Context: an optimization exercise on an open-source flow, tuned for small area. The choices shown serve that exercise and are no tape-out recipe. The RTL was checked by simulation tests, not by an equivalence proof against the original design. No activity file was given, so power comes from the tool's default toggle rates.

Setup of run 1:
// platformer_top
module platformer_top (
    input        CLOCK_50,
    input  [3:0] KEY,
    input  [9:0] SW,
    output [9:0] LEDR,
    output [6:0] HEX0,
    output [6:0] HEX1,
    output [6:0] HEX2,
    output [6:0] HEX3,
    output       VGA_BLANK_N,
    output [7:0] VGA_R,
    output [7:0] VGA_G,
    output [7:0] VGA_B,
    output       VGA_CLK,
    output       VGA_HS,
    output       VGA_VS,
    output       VGA_SYNC_N
);
    wire clk = CLOCK_50;
    wire rst = SW[0];
    function ge;
        input [9:0] a, b;
        integer i;
        reg r;
        begin
            r = 1'b1;
            for (i = 0; i < 10; i = i + 1)
                r = (a[i] & ~b[i]) | (~(a[i] ^ b[i]) & r);
            ge = r;
        end
    endfunction
    function [15:0] inc16;
        input [15:0] a;
        input        c;
        integer i;
        reg k;
        begin
            k = c;
            for (i = 0; i < 16; i = i + 1) begin
                inc16[i] = a[i] ^ k;
  ...
export LEC_CHECK = 0
export CAP_MARGIN = 20
export CORE_MARGIN = 2
export CORE_UTILIZATION = 40
export GPL_TIMING_DRIVEN = 0
export SLEW_MARGIN = 20
create_clock -name core_clock -period 20.0 [get_ports {CLOCK_50}]
standard.sh (not shown) runs the stock make flow with config.mk's settings and CLKGATE_MAP_FILE= SYNTH_SCRIPT=/design/flow/synth_recipe.tcl, a recipe that flattens the netlist after the stock synthesis.
==> flow/flow/run.sh <==
#!/bin/bash
# Own flow: the standard layout, except that synthesis maps the logic
# for area (see synth.tcl) and the port buffers are the smallest buffers.  Each tool's output goes
# to a log file of its own in this folder.
set -euo pipefail
WORK=$(pwd)
export OWN_ABC_SCRIPT="$WORK/flow/abc_area.script"

# synthesis: the standard synthesis script with the ABC script swapped
make -C "$FLOW_HOME" DESIGN_CONFIG="$WORK/config.mk" WORK_HOME="$WORK/orfs" \
    CLKGATE_MAP_FILE= SYNTH_SCRIPT="$WORK/flow/synth.tcl" synth > "$WORK/own_synth.log" 2>&1

# floorplan to the final layout: the standard flow, which reuses the
# synthesised netlist above.  Every input and output port still gets a
# buffer, but the smallest buffer cell rather than the default choice.
# Clock tree: the standard flow's options (sink clustering, repair of the clock nets),
# with 8x clock buffers and without the dummy loads CTS would add to
# balance the leaf nets.
export CTS_ARGS="-sink_clustering_enable -repair_clock_nets -dont_use_dummy_load -buf_list sky130_fd_sc_hd__clkbuf_8 -sink_clustering_size 40 -sink_clustering_max_diameter 200"
bash "$WORK/standard.sh" "BUFFER_PORTS_ARGS=-buffer_cell sky130_fd_sc_hd__buf_1" finish \
    > "$WORK/standard_finish.log" 2>&1
==> flow/flow/abc_area.script <==
&get -n
&st
&dc2
&dch -f
&nf -R 1000
&st
&dc2
&dch -f
&nf -R 1000
&st
&dc2
&dch -f
&nf -R 1000
&st
&dc2
&dch -f
&nf -R 1000
&st
&dc2
&dch -f
&nf -R 1000
&put
==> flow/flow/synth.tcl <==
# The standard synthesis (synth_recipe.tcl), with two changes to how the
# combinational logic is mapped:
#  - extract_fa extracts full adders only, not half adders: half-adder
#    extraction also grabs XOR/AND pairs out of decoders and comparisons,
#    which ABC then cannot optimise;
#  - ABC maps with the area-oriented script in flow/abc_area.script instead
#    of ORFS's speed script (which also buffers and upsizes for timing).
# Everything before, and so every register, its name and its cell, is the
# standard synthesis's.
proc synth {args} { yosys synth -nofsm -noshare {*}$args }
proc abc {args} {
  set i [lsearch $args -script]
  if {$i >= 0} {
    set args [lreplace $args [expr {$i + 1}] [expr {$i + 1}] $::env(OWN_ABC_SCRIPT)]
  }
  yosys abc {*}$args
}
proc extract_fa {args} { yosys extract_fa -fa {*}$args }
source $::env(SCRIPTS_DIR)/synth.tcl
# left out here: clear keep_hierarchy, flatten, clean up, hide names made inside functions, write 1_2_yosys.v
Input-level comparison between run 2 and run 1:
- an added CTS_CLUSTER_DIAMETER of 200
- an added CTS_BUF_LIST of sky130_fd_sc_hd__clkbuf_8
- a change of CAP_MARGIN from 20 to 0
- a change of SLEW_MARGIN from 20 to 0
- an added CTS_CLUSTER_SIZE of 40
diff --git a/flow/flow/run.sh b/flow/flow/run.sh
--- a/flow/flow/run.sh
+++ b/flow/flow/run.sh
@@ -15,6 +15,2 @@
 # buffer, but the smallest buffer cell rather than the default choice.
-# Clock tree: the standard flow's options (sink clustering, repair of the clock nets),
-# with 8x clock buffers and without the dummy loads CTS would add to
-# balance the leaf nets.
-export CTS_ARGS="-sink_clustering_enable -repair_clock_nets -dont_use_dummy_load -buf_list sky130_fd_sc_hd__clkbuf_8 -sink_clustering_size 40 -sink_clustering_max_diameter 200"
 bash "$WORK/standard.sh" "BUFFER_PORTS_ARGS=-buffer_cell sky130_fd_sc_hd__buf_1" finish \
## What came out
Run 2 never completed, since it errored out during final report (6_report). Routing usage on met2 on run 2 is down relative to run 1. met3 demand-to-capacity share in global routing in run 2 is 0.24 points higher than in run 1. Run 1 -> run 2: routed wire length flat. Run 1 → run 2: die outline height saw little to no change, via count climbed about 1.1%, post-CTS setup buffer count barely changed, total met3 wirelength after detailed routing climbed 360 um. The higher total length of routed met2 wires of run 1 and run 2 is in run 1. Between run 2 and run 1, the global-route usage over all layers figures differ only marginally. Of run 2 and run 1, it is run 2 that has the higher met1 layer usage reported by global route.
--- input diff run 2..run 3 ---
- CTS_CLUSTER_DIAMETER changed from 200 to 250
- CAP_MARGIN changed from 0 to 20
- CTS_CLUSTER_SIZE changed from 40 to 60
- SLEW_MARGIN changed from 0 to 20
==> comparison <==
Run 3 closes out successfully: all stages finished, all timing, DRC and antenna checks passed.
Comparing run 3 and run 2, the higher total met2 wirelength after detailed routing was measured on run 3.
The run showing the greater total via count in the routed design is run 2.
Delta (run 3 minus run 2): detailed-routing wirelength on met1 was more or less identical, area share of fa/ha/maj cells after synthesis was more or less identical.
Changes in run 4 relative to run 3:
- CAP_MARGIN: 20 -> 5
- SLEW_MARGIN: 20 -> 5
- CTS_CLUSTER_SIZE: 60 -> unset
- CTS_BUF_LIST: sky130_fd_sc_hd__clkbuf_8 -> unset
- CTS_CLUSTER_DIAMETER: 250 -> unset
diff --git a/flow/flow/run.sh b/flow/flow/run.sh
--- a/flow/flow/run.sh
+++ b/flow/flow/run.sh
@@ -15,2 +15,6 @@
 # buffer, but the smallest buffer cell rather than the default choice.
+# Clock tree: the standard flow's options (sink clustering, repair of the clock nets),
+# with 8x clock buffers and without the dummy loads CTS would add to
+# balance the leaf nets.
+export CTS_ARGS="-sink_clustering_enable -repair_clock_nets -dont_use_dummy_load -buf_list sky130_fd_sc_hd__clkbuf_8 -sink_clustering_size 40 -sink_clustering_max_diameter 200"
 bash "$WORK/standard.sh" "BUFFER_PORTS_ARGS=-buffer_cell sky130_fd_sc_hd__buf_1" finish \
- Between run 4 and run 3, it is run 4 whose final standard cell utilization of the core is lower, by 0.59 points.
- Of run 4 and run 3, the run reporting the higher number of gates on the worst path with buffers counted was run 4.
- On maximum frequency, run 4 and run 3 are basically level.
- Relative to run 3, the combinational power measured on run 4 has increased by a few percent.
- The higher final critical-path required period of run 4 and run 3 is in run 4.

* * *

== garnet ==
platformer_top again, from the RTL that the note above started with.
Settings: LEC_CHECK=0, CAP_MARGIN=20, CORE_MARGIN=2, CORE_UTILIZATION=40, GPL_TIMING_DRIVEN=0, SLEW_MARGIN=20; clock period 20.0 ns.
==> flow/flow/run.sh <==
#!/bin/bash
# Own flow: the standard layout, except that synthesis maps the logic
# for area (see synth.tcl) and the port buffers are the smallest buffers.  Each tool's output goes
# to a log file of its own in this folder.
set -euo pipefail
WORK=$(pwd)
export OWN_ABC_SCRIPT="$WORK/flow/abc_area.script"

# synthesis: the standard synthesis script with the ABC script swapped
make -C "$FLOW_HOME" DESIGN_CONFIG="$WORK/config.mk" WORK_HOME="$WORK/orfs" \
    CLKGATE_MAP_FILE= SYNTH_SCRIPT="$WORK/flow/synth.tcl" synth > "$WORK/own_synth.log" 2>&1

# floorplan to the final layout: the standard flow, which reuses the
# synthesised netlist above.  Every input and output port still gets a
# buffer, but the smallest buffer cell rather than the default choice.
# Clock tree: the standard flow's options (sink clustering, repair of the clock nets),
# with 8x clock buffers and without the dummy loads CTS would add to
# balance the leaf nets.
export CTS_ARGS="-sink_clustering_enable -repair_clock_nets -dont_use_dummy_load -buf_list sky130_fd_sc_hd__clkbuf_8 -sink_clustering_size 30 -sink_clustering_max_diameter 100"
bash "$WORK/standard.sh" "BUFFER_PORTS_ARGS=-buffer_cell sky130_fd_sc_hd__buf_1" finish \
    > "$WORK/standard_finish.log" 2>&1
Scripts as last shown in full above: flow/flow/abc_area.script, flow/flow/synth.tcl
[inputs] violet vs garnet
-- flow/flow/run.sh --
<<< garnet, line 19
export CTS_ARGS="-sink_clustering_enable -repair_clock_nets -dont_use_dummy_load -buf_list sky130_fd_sc_hd__clkbuf_8 -sink_clustering_size 30 -sink_clustering_max_diameter 100"
>>> violet, line 19
export CTS_ARGS="-sink_clustering_enable -repair_clock_nets -dont_use_dummy_load -buf_list sky130_fd_sc_hd__clkbuf_8 -sink_clustering_size 40 -sink_clustering_max_diameter 200 -sink_buffer_max_cap_derate 0.05"
Findings:
- Re total number of cells along the worst setup path: no difference whatsoever between garnet and violet.
- Between violet and garnet, the final clock period utilization by the worst path does not differ in any meaningful way.
- From violet to garnet, total power did not move at all.
- garnet -> violet: die area delta 0, exact match
- Taking garnet as the reference, in violet multiplexer area fraction after synthesis saw little to no change, slew of the pin with the lowest slew margin comparable, average footprint of a synthesized cell did not really move.
- Summary of violet over garnet: highest cell delay on the worst timing path roughly the same; total placed instance area about even.
diff inputs: violet => cedar
Settings: setting CTS_BUF_LIST to sky130_fd_sc_hd__clkbuf_16 for the first time; setting CTS_CLUSTER_DIAMETER to 300 for the first time; setting CTS_CLUSTER_SIZE to 60 for the first time.
-- flow/flow/run.sh --
<<< violet, line 16
# Clock tree: the standard flow's options (sink clustering, repair of the clock nets),
# with 8x clock buffers and without the dummy loads CTS would add to
# balance the leaf nets.
export CTS_ARGS="-sink_clustering_enable -repair_clock_nets -dont_use_dummy_load -buf_list sky130_fd_sc_hd__clkbuf_8 -sink_clustering_size 40 -sink_clustering_max_diameter 200 -sink_buffer_max_cap_derate 0.05"
>>> cedar, line 16
Notes after the runs:
Peak per-stage delay on the critical path essentially unchanged between violet and cedar. Fraction of area in registers in cedar is 0.74 points below violet. cedar vs. violet: share of the core filled with cells in the final layout now larger, area added between synthesis and finish now larger, final area now larger, fill cell instance count of the final layout now smaller, routing usage on met2 now larger. Setup WNS violet -> cedar: better. Delta (cedar minus violet): number of cells in the finished layout apart from fillers went up 0.85%; combinational power held; global-route usage picked up an extra 0.19 points.
### cedar -> indigo
Settings: a change of CTS_BUF_LIST from sky130_fd_sc_hd__clkbuf_16 to sky130_fd_sc_hd__clkbuf_8; a change of CORE_UTILIZATION from 40 to 65; a change of CTS_CLUSTER_DIAMETER from 300 to 250.
Compared with cedar, in indigo time the final worst path needs with I/O delays and setup has decreased, post-placement worst setup slack went up 0.35 ns, combinational power lower.
The net total in the final layout was comparable across cedar and indigo.
Looking at capturing instance or port of the critical path, the VGA_B[6] result is from indigo; the VGA_B[5] one comes from cedar.
indigo: register share of the cell area 0.80 points above cedar
cedar -> indigo: cell count along the critical path increased by a few percent
Summary — register-to-register slack, indigo relative to cedar: lower, by 0.28 ns.
Of cedar and indigo, the lower starting density of the core belongs to cedar.
Against cedar as the reference, indigo delivers a lower leakage component of the power.
What sierra does differently from indigo at the input level:
Settings: clearing CTS_CLUSTER_SIZE, which used to be 60; clearing CTS_CLUSTER_DIAMETER, which used to be 250; clearing CTS_BUF_LIST, which used to be sky130_fd_sc_hd__clkbuf_8; swapping 65 for 40 in CORE_UTILIZATION.
-- flow/flow/run.sh --
<<< indigo, line 16
>>> sierra, line 16
# Clock tree: the standard flow's options (sink clustering, repair of the clock nets),
# with 8x clock buffers and without the dummy loads CTS would add to
# balance the leaf nets.
export CTS_ARGS="-sink_clustering_enable -repair_clock_nets -dont_use_dummy_load -buf_list {sky130_fd_sc_hd__clkbuf_4 sky130_fd_sc_hd__clkbuf_8}"
Going from indigo to sierra, the die area was found to have gone up by 0.011 mm².
In the tables for indigo and sierra, first-iteration DRC count reads lower with sierra.
[compare] base=indigo new=sierra: instance area at placement now larger; initial core utilization now smaller.
The net load switching power of sierra is lower than that of indigo.
Post-synth net total came out exactly the same in indigo and sierra.
Wire length of the first global-routing pass for sierra: 5.3% up relative to indigo
Inputs modified between sierra and pepper:
Settings: CTS_CLUSTER_DIAMETER now 200, previously not set; CTS_CLUSTER_SIZE now 40, previously not set; CTS_BUF_LIST now sky130_fd_sc_hd__clkbuf_8, previously not set.
==> flow/run.sh (new file) <==
#!/bin/bash
# synth_recipe.tcl (not shown) runs the flow's synth.tcl, then flattens the netlist and writes it again
# the make line also repeats each setting of config.mk as NAME=value (left out here)
make -C /OpenROAD-flow-scripts/flow DESIGN_CONFIG=/design/flow/config.mk WORK_HOME=/design/flow/orfs CLKGATE_MAP_FILE= SYNTH_SCRIPT=/design/flow/synth_recipe.tcl finish
removed: flow/flow/run.sh
removed: flow/flow/abc_area.script
removed: flow/flow/synth.tcl
removed: flow/standard.sh
- Per the comparison of pepper with sierra, number of well taps now sits higher; net total in the final layout now sits higher.
- From sierra to pepper the numbers moved as follows: cell area climbed 23%; met3 routed wirelength climbed 1.4 mm.
- First-pass GRT wire length came out higher on pepper than on sierra.
- Of pepper and sierra, the run reporting the higher fraction of met1 tracks used by global routing was pepper.
- The basic-gate share of the synthesized area counting and, or, nand and nor cells in pepper was lower than what sierra gave.
- Of pepper and sierra, sierra shows the lower width of the die, with pepper above it.
- When pepper is measured against sierra, its critical path depth turns out 22% higher.
- Relative to sierra, the count of inverters other than clock inverters in the layout measured on pepper has increased by more than half.
- Delta(final cycle utilization of the critical path, pepper - sierra) > 0

* * *

platformer_top, a different RTL version from the one above (not shown whole).
Size in the first run: ~1500 cells after synthesis, about 130 flip-flops, about 82 I/O pins, ~12000 um2 of cells after synthesis.
export LEC_CHECK = 0
export CAP_MARGIN = 20
export CORE_MARGIN = 2
export CORE_UTILIZATION = 40
export CTS_BUF_LIST = sky130_fd_sc_hd__clkbuf_8
export CTS_CLUSTER_DIAMETER = 200
export CTS_CLUSTER_SIZE = 40
export GPL_TIMING_DRIVEN = 0
export SLEW_MARGIN = 20
create_clock -name core_clock -period 20.0 [get_ports {CLOCK_50}]
==> flow/flow/run.sh <==
#!/bin/bash
# Own flow: the standard layout, except that synthesis maps the logic
# for area (see synth.tcl) and the port buffers are the smallest buffers.  Each tool's output goes
# to a log file of its own in this folder.
set -euo pipefail
WORK=$(pwd)
export OWN_ABC_SCRIPT="$WORK/flow/abc_area.script"

# synthesis: the standard synthesis script with the ABC script swapped
make -C "$FLOW_HOME" DESIGN_CONFIG="$WORK/config.mk" WORK_HOME="$WORK/orfs" \
    CLKGATE_MAP_FILE= SYNTH_SCRIPT="$WORK/flow/synth.tcl" synth > "$WORK/own_synth.log" 2>&1

# floorplan to the final layout: the standard flow, which reuses the
# synthesised netlist above.  Every input and output port still gets a
# buffer, but the smallest buffer cell rather than the default choice.
bash "$WORK/standard.sh" "BUFFER_PORTS_ARGS=-buffer_cell sky130_fd_sc_hd__buf_1" finish \
    > "$WORK/standard_finish.log" 2>&1
==> flow/flow/abc_area.script <==
&get -n
&st
&dch -f
&nf -R 1000
&st
&dch -f
&nf -R 1000
&st
&dch -f
&nf -R 1000
&st
&dch -f
&nf -R 1000
&st
&dch -f
&nf -R 1000
&put
==> flow/flow/synth.tcl <==
# The standard synthesis (synth_recipe.tcl), with two changes to how the
# combinational logic is mapped:
#  - extract_fa extracts full adders only, not half adders: half-adder
#    extraction also grabs XOR/AND pairs out of decoders and comparisons,
#    which ABC then cannot optimise;
#  - ABC maps with the area-oriented script in flow/abc_area.script instead
#    of ORFS's speed script (which also buffers and upsizes for timing).
# Everything before, and so every register, its name and its cell, is the
# standard synthesis's.
proc synth {args} { yosys synth -nofsm -noshare {*}$args }
proc abc {args} {
  set i [lsearch $args -script]
  if {$i >= 0} {
    set args [lreplace $args [expr {$i + 1}] [expr {$i + 1}] $::env(OWN_ABC_SCRIPT)]
  }
  yosys abc {*}$args
}
proc extract_fa {args} { yosys extract_fa -fa {*}$args }
source $::env(SCRIPTS_DIR)/synth.tcl
# left out here: clear keep_hierarchy, flatten, clean up, hide names made inside functions, write 1_2_yosys.v
Rerun with:
--- a/flow/config.mk
+++ b/flow/config.mk
@@ -9,7 +9,3 @@
 export CORE_MARGIN = 2
 export CORE_UTILIZATION = 40
-export CTS_BUF_LIST = sky130_fd_sc_hd__clkbuf_8
-export CTS_CLUSTER_DIAMETER = 200
-export CTS_CLUSTER_SIZE = 40
-export GPL_TIMING_DRIVEN = 0
 export SLEW_MARGIN = 20
- setup slack improves by 0.11 ns
- non-clock buffer count went up by 10
- routed wire length hardly moves
- global-route usage barely changes
- final area went up by 2.0%
- clock power went up by 49%
- via count stays flat

[static timing again, ports no longer ideal]
In the flow no input, the clock included, has a driving cell. The finished layouts below were timed again as built, in two steps. Step 1: set_driving_cell puts a clkbuf_16 on CLOCK_50 and a buf_2 on each other input, an assumption about the parent block. Step 2 times the ports against the registers' clock, not the clock port: input delays grow and output delays shrink by t, the midpoint of the rising clock arrivals with the driver on. a / b / c = ideal ports / drivers / drivers and shift; a / b = the first two.
run	shift t [ns]	setup slack, ns	worst register clock-pin slew, ns	worst data-port slew with drivers (ns)
run 1	0.497	3.708 / 3.662 / 4.159	0.10 / 0.10	0.03
run 3	0.524	3.806 / 3.761 / 4.286	0.11 / 0.11	0.03
run 4	0.503	3.764 / 3.720 / 4.223	0.09 / 0.09	0.03
garnet	0.497	3.708 / 3.662 / 4.159	0.10 / 0.10	0.03
violet	0.497	3.708 / 3.662 / 4.159	0.10 / 0.10	0.03
cedar	0.483	3.748 / 3.701 / 4.184	0.07 / 0.07	0.03
indigo	0.513	3.896 / 3.855 / 4.368	0.10 / 0.10	0.03
sierra	0.497	3.708 / 3.662 / 4.159	0.10 / 0.10	0.03
pepper	0.500	2.708 / 2.659 / 3.160	0.10 / 0.10	0.04
the first run of note 3	0.512	4.140 / 4.095 / 4.606	0.10 / 0.10	0.03
the second run of note 3	0.482	4.250 / 4.202 / 4.685	0.07 / 0.07	0.03
After both steps setup and hold are still met in every run listed.
